Background: an optimization exercise with open tools, aiming at small area, a short achievable clock period and few clock cycles per item. Do not read the settings as production practice. Function was not checked in any run shown here: the RTL went through the layout flow alone.

==> design.v <==
`timescale 1ns / 1ps
module seq_mult_16bit (
    input  wire         clk,
    input  wire         rst_n,
    input  wire         start,
    input  wire [15:0]  a_in,
    input  wire [15:0]  b_in,
    output reg  [31:0]  p_out,
    output reg          done
);
    always @(posedge clk) begin
        p_out <= $signed(a_in) * $signed(b_in);
    end
    always @(posedge clk or negedge rst_n) begin
        if (!rst_n) done <= 1'b0;
        else        done <= start;
    end
endmodule
==> run.sh <==
#!/bin/bash
# synth_recipe.tcl (not shown) runs the flow's synth.tcl, then flattens the netlist and writes it again
# the make line also repeats each setting of config.mk as NAME=value (left out here)
make -C /OpenROAD-flow-scripts/flow DESIGN_CONFIG=/design/flow/config.mk WORK_HOME=/design/flow/orfs CLKGATE_MAP_FILE= SYNTH_SCRIPT=/design/flow/synth_recipe.tcl finish
==> config.mk <==
export PLATFORM = sky130hd
export DESIGN_NAME = seq_mult_16bit
export DESIGN_NICKNAME = seq_mult_16bit
export VERILOG_FILES = /design/flow/design.v
export SDC_FILE = /design/flow/constraint.sdc
export NUM_CORES = 4
export LEC_CHECK = 0
export CAP_MARGIN = 20
export CORE_MARGIN = 2
export CORE_UTILIZATION = 40
export SLEW_MARGIN = 20
==> constraint.sdc <==
create_clock -name core_clock -period 4.5 [get_ports {clk}]
set_input_delay 0.9000 -clock core_clock [delete_from_list [all_inputs] [get_ports {clk}]]
set_output_delay 0.9000 -clock core_clock [all_outputs]
set_load 0.01 [all_outputs]
==> reports/qor.yml, run 1 <==
run_status:
  outcome: "complete, but fails checks"
  violatedChecks: "negative setup slack"
floorplan:
  start_util_pct: 40.7
  fp.dieArea_mm2: 0.0278
  ioPinCount: 68
  core_mm2: 0.0260
  die_w_um: 167
  row_count: 59
  die_y_um: 167
min_path:
  hold_class: "primary input to asynchronous set/reset pin"
drt:
  drt_pass1_iterations: 4
  ant_nets: 0
  drc: 0
  met2WireLength_um: 14800
  dr.first_iter.drc_count: 289
  met1_length_um: 10600
  dr.max_layer_used: "met4"
  wl_um: 27300
  wl_per_cell_um: 15.8
  vias_per_cell: 4.79
  dr_wl_met3_um: 1040
  num_vias: 8268
yosys:
  yosysWarningCount: 1
  synth.area.top_cells: "fa_1 (50%), inv_1 (10%), ha_1 (9.7%)"
  syn_area_mm2: 0.0106
  ys_ff_latch: 33
  synth_top_area_cell: "fa_1"
  netlist.area_leader.share_pct: 49.6
  ys.flop_type: "dfxtp_1"
  synthDistinctLibCells: 50
  synth-edff-count: 0
  synth_fp_nets: 1507
  syn_area_per_cell_um2: 9.38
  synthArstFlopShare_pct: 3.03
  syn_inst: 1128
  ys_seq_area_share_pct: 6.29
grt:
  grt_pass1_vias: 9470
  antenna_found_initial: 0
  grt_usage_pct: 21.1
  grt_pass1_wl_um: 46400
  grt-ovfl-total: 0
  grt_max_degree: 13
worst_setup_path:
  required_ns: 4.67
  critPathSlowestCell: "fa_2"
  path_common_cell: "fa_1"
  crit_path_max_fanout: 3
  critPathLaunchType: "primary input"
  path_cells: "buf_2 > buf_6 > nand2_4 > inv_4 > fa_2 > buf_12 > buf_12 > fa_2 > fa_1 > fa_1 > fa_1 > inv_1 > fa_1 > inv_2 > ha_4 > inv_1 > nor2_1 > o21a_1 > or4_4 > o2111ai_2 > nand2b_1 > a21oi_2 > xnor2_1"
  cp-end-kind: "flop"
  path_buf_inv: 8
  max_stage_delay_ns: 0.62
  path_class: "primary input to flop"
  critical_path.top_delay_family: "adder cells"
  crit_arrival_ns: 6.26
job:
  maxCapViolCount: 0
clock_tree:
  tritoncts: "done"
  hold_buffers: 0
  clkTransAtPathRegs_ns: 0.06
  cts_max_level: 2
  cts_buffers: 5
  clockBufferDepth: 2
  cts-root-buf: "clkbuf_16"
  clock_sinks: 33
sta:
  finalWorstSetupSlack_ns: -1.59
  fin_crit_ns: 6.09
  rsz0062_at_grt: "true"
  tightest_slew_ns: 0.399
  setup_viol: 24
  drv_slew: 0
  holdWs_ns: 0.754
  hold_viol_final: 0
  clock.fmax_ghz: 0.164
  post-route-period-util_pct: 135
  slew_headroom_pct: 73.2
placement:
  dpl_cell_area_mm2: 0.0130
  place_congestion: 0.808
  place_hpwl_um: 22700
  io_buffers: 67
final_layout:
  fillers: 2278
  mostFrequentLayoutCells: "inv_1 (268), fa_1 (244), buf_4 (164)"
  antenna_cells: 0
  final_nets: 1769
  layout_commonest_cell: "inv_1"
  fin_area_mm2: 0.0144
  syn_to_final_growth_pct: 36.1
  drive_gt1_share_pct: 31.0
-- final cells by class --
cell class                 instances  area (um^2)  area share, %
clock inverter                     3         17.5          0.122
clock buffer                       5          125          0.868
tap                              335          419           2.91
sequential                        33          666           4.62
inverter                         292         1100           7.64
timing repair buffer             291         2640           18.3
multi-input combinational        767         9440           65.5
-- metrics by stage --
step / utilization (%) / setup TNS, ns / instances / setup slack, ns
after detailed placement: 50.1 / -50.10 / 1654 / -2.47
after CTS: 54.3 / -29.46 / 1718 / -1.62
after global placement: 50.1 / -49.00 / 1654 / -2.40
final: 55.4 / -29.31 / 1726 / -1.59
after global routing: 55.4 / -33.50 / 1726 / -1.78
after floorplan: - / -23.60 / 1128 / -1.52
-- flip-flops by register name, indices dropped and copies added, names as in the netlist --
| name | flops |
|---|---|
| done | 1 |
| p_out | 32 |
-- worst paths after layout --
| kind | endpoint | from | cells past startpoint |
|---|---|---|---|
| hold / removal | done | rst_n | 1 |
| max in group asynchronous | done | rst_n | 1 |
| setup / recovery | p_out[29] | a_in[15] | 23 |
| min in group core_clock | done | start | 1 |
-- cells in the mapped netlist, types with 2 or more instances --
cell type / n
fa_1: 262
or3_1: 2
o211ai_1: 6
nand4_1: 2
and2_1: 123
a21o_1: 6
clkbuf_1: 31
o21ai_0: 12
nor2_1: 25
xor2_1: 4
a41o_1: 2
o31ai_1: 3
buf_2: 2
ha_1: 82
inv_1: 292
xnor2_1: 31
nor3_1: 4
nand2b_1: 4
a21oi_1: 26
nand2_1: 132
a311oi_1: 2
o21a_1: 4
dfxtp_1: 32
nand3_1: 8
nand3b_1: 2
o211a_1: 2
o21bai_1: 4
-- logic make-up after synthesis --
family / count (synthesis) / synth area share (%)
AOI/OAI and AO/OA: 77 / 5.05
xor gates and xnor gates: 35 / 2.90
adders and majority gates: 344 / 59.3
buffers and inverters: 328 / 11.8
DFF: 33 / 6.29
and+or+nand+nor: 311 / 14.7
-- metal layers --
layer,global-route usage [%],vias to the layer above
met3,2.52,45
met5,0,-
met2,40.1,162
met1,25.2,4243
met4,5.21,0
li1,-,3818
-- what timing repair did --
item,in CTS,in global routing
pin swaps,129,82
gates resized for setup,299,62
setup endpoints to repair,26,25
cloned,3,0
setup buffers,56,18
==> run 2: changes to the inputs <==
==> design.v (replaced) <==
`timescale 1ns / 1ps
module seq_mult_16bit (
    input  wire         clk,
    input  wire         rst_n,
    input  wire         start,
    input  wire [15:0]  a_in,
    input  wire [15:0]  b_in,
    output wire [31:0]  p_out,
    output reg          done
);
    reg [15:0] a_r, b_r;
    always @(posedge clk) begin
        a_r <= a_in;
        b_r <= b_in;
    end
    assign p_out = $signed(a_r) * $signed(b_r);
    always @(posedge clk or negedge rst_n) begin
        if (!rst_n) done <= 1'b0;
        else        done <= start;
    end
endmodule
==> reports/qor.yml, run 2 <==
run_status:
  outcome: "complete, but fails checks"
  violatedChecks: "negative setup slack"
floorplan:
  core_mm2: 0.0259
  row_count: 59
  start_util_pct: 40.6
  die_w_um: 166
  fp.dieArea_mm2: 0.0276
  ioPinCount: 68
  die_y_um: 166
drt:
  vias_per_cell: 4.74
  drt_pass1_iterations: 5
  dr.first_iter.drc_count: 366
  wl_per_cell_um: 16.1
  wl_um: 27300
  num_vias: 8019
  drc: 0
  ant_nets: 0
sta:
  post-route-period-util_pct: 153
  drv_slew: 0
  clock.fmax_ghz: 0.145
  slew_headroom_pct: 60.6
  tightest_slew_ns: 0.577
  fin_crit_ns: 6.91
  hold_viol_final: 0
  setup_viol: 27
  rsz0062_at_grt: "true"
  finalWorstSetupSlack_ns: -2.41
yosys:
  yosysWarningCount: 1
  synth_top_area_cell: "fa_1"
  ys_seq_area_share_pct: 6.33
  ys_ff_latch: 33
  syn_area_mm2: 0.0105
  synth-edff-count: 0
  synth_common_cells: "inv_1 (288), fa_1 (262), nand2_1 (127), and2_1 (126), ha_1 (82)"
  netlist.area_leader.share_pct: 49.9
  yosysMostFrequentCell: "inv_1"
  syn_inst: 1113
  synthDistinctLibCells: 46
  syn_area_per_cell_um2: 9.45
  synth.area.top_cells: "fa_1 (50%), inv_1 (10%), ha_1 (9.8%)"
  synth_fp_nets: 1492
  synthArstFlopShare_pct: 3.03
  ys.flop_type: "dfxtp_1"
clock_tree:
  cts-root-buf: "clkbuf_16"
  cts_max_level: 2
  hold_buffers: 0
  clkTransAtPathRegs_ns: 0.05
  tritoncts: "done"
  cts_buffers: 5
  clockBufferDepth: 2
  clock_sinks: 33
final_layout:
  multi_input_area_mm2: 0.00945
  final_nets: 1736
  drive_gt1_share_pct: 31.4
  ff_latch_area_um2: 751
  fillers: 2254
  mostFrequentLayoutCells: "inv_1 (261), fa_1 (247), buf_4 (153)"
  top_regs: "a_r x16, b_r x16, done x1"
  antenna_cells: 0
  syn_to_final_growth_pct: 34.8
  layout_commonest_cell: "inv_1"
min_path:
  hold_class: "primary input to asynchronous set/reset pin"
grt:
  grt_max_degree: 17
  grt_usage_pct: 20.3
  antenna_found_initial: 0
  grt-ovfl-total: 0
  grt_pass1_vias: 8859
  grt_pass1_wl_um: 45400
worst_setup_path:
  crit_path_max_fanout: 8
  critPathLaunchType: "flop"
  required_ns: 3.60
  cp-end-kind: "output pin"
  path_class: "flop to output pin"
  crit_arrival_ns: 6.01
placement:
  place_hpwl_um: 22900
  io_buffers: 67
  dp_slack_ns: -2.69
  place_congestion: 0.877
job:
  maxCapViolCount: 0
==> run 2: cell type report <==
class,instances,area share [%]
clock buffer,8,1.03
inverter,288,7.65
multi-input combinational,757,66.6
sequential,33,5.29
tap,335,2.96
timing repair buffer,271,16.4
timing repair inverter,1,0.0353
==> run 2: cell families (layout without fill, tap and decap cells) <==
logic type               Yosys count  after routing  synth area share, %
AO/OA/AOI/OAI                     79             79                 5.26
XOR/XNOR                          33             33                 2.75
adder cells (fa/ha/maj)          344            344                 59.6
buffers and inverters            323            568                 11.6
flip-flops                        33             33                 6.33
AND/OR/NAND/NOR                  301            301                 14.4
==> run 2: timing repair <==
action                                  CTS  global route
buffers inserted                         23            21
pin swaps                                67            45
resized for setup                       252            64
endpoints found under the setup margin   28            27
cloned                                    0             1
==> run 2: metal layers <==
layer  vias to the layer above  routed length (um)  global-route usage, %  share of wire [%]
met4                         0                 331                   3.55                1.2
met1                      4071               12800                   29.4                 47
met2                       181               12900                   34.1                 47
met3                        21                1260                   1.62                4.6
li1                       3746                   -                      -                  -
met5                         -                   0                      0                  0
==> run 2: final timing paths <==
check,from,to,slack (ns),cells past startpoint
min,rst_n,done,0.76,1
min in group core_clock,a_in[2],a_r[2],1.06,1
max,b_r[4],p_out[25],-2.41,18
max in group asynchronous,rst_n,done,3.64,1
==> run 2: worst max-delay path, cell delays in order, from the launching register on <==
cell,delay [ns]
dfxtp_4,0.37
and2_4,0.16
fa_1,0.56
inv_2,0.05
fa_2,0.54
fa_2,0.47
fa_1,0.56
inv_2,0.04
fa_1,0.45
fa_1,0.56
ha_4,0.22
a21o_1,0.18
a221o_1,0.35
a21oi_2,0.19
o211ai_4,0.16
or2_4,0.27
a2111o_1,0.37
o211ai_2,0.08
buf_2,0.15
==> run 2: metrics by stage <==
stage	hold slack [ns]	setup TNS (ns)	cell area (um^2)	utilization, %	std cells
3_3_place_gp	1.05	-53.67	13100	50.5	1643
4_1_cts	0.759	-48.05	13800	53.3	1673
5_1_grt	0.754	-52.98	14200	54.7	1693
6_report	0.763	-48.40	14200	54.7	1693
3_5_place_dp	1.05	-54.83	13100	50.5	1643
2_1_floorplan	0.604	-30.67	11100	-	1113

## separate check: timing with driven ports
How much do the figures lean on ideal ports? The routed layouts below were timed once more, with nothing changed but the port constraints. Step 1 assumes that a clkbuf_16 drives the clock port and a buf_2 every other input. Step 2, shift: input delay + t, output delay - t, t = (earliest + latest rising clock arrival at the registers) / 2. This alone moves slack from input paths to output paths. a / b / c = ideal / step 1 / step 2; a / b = the first two.
| run | t (ns) | setup slack, ns | pins driven straight from the clock port |
|---|---|---|---|
| run 1 | 0.319 | -1.594 / -1.602 / -1.921 | 1 |
| run 2 | 0.301 | -2.405 / -2.436 / -2.135 | 1 |
The setup slack of run 1, which loses most, moves by -0.008 ns with the drivers and by -0.327 ns with both steps.
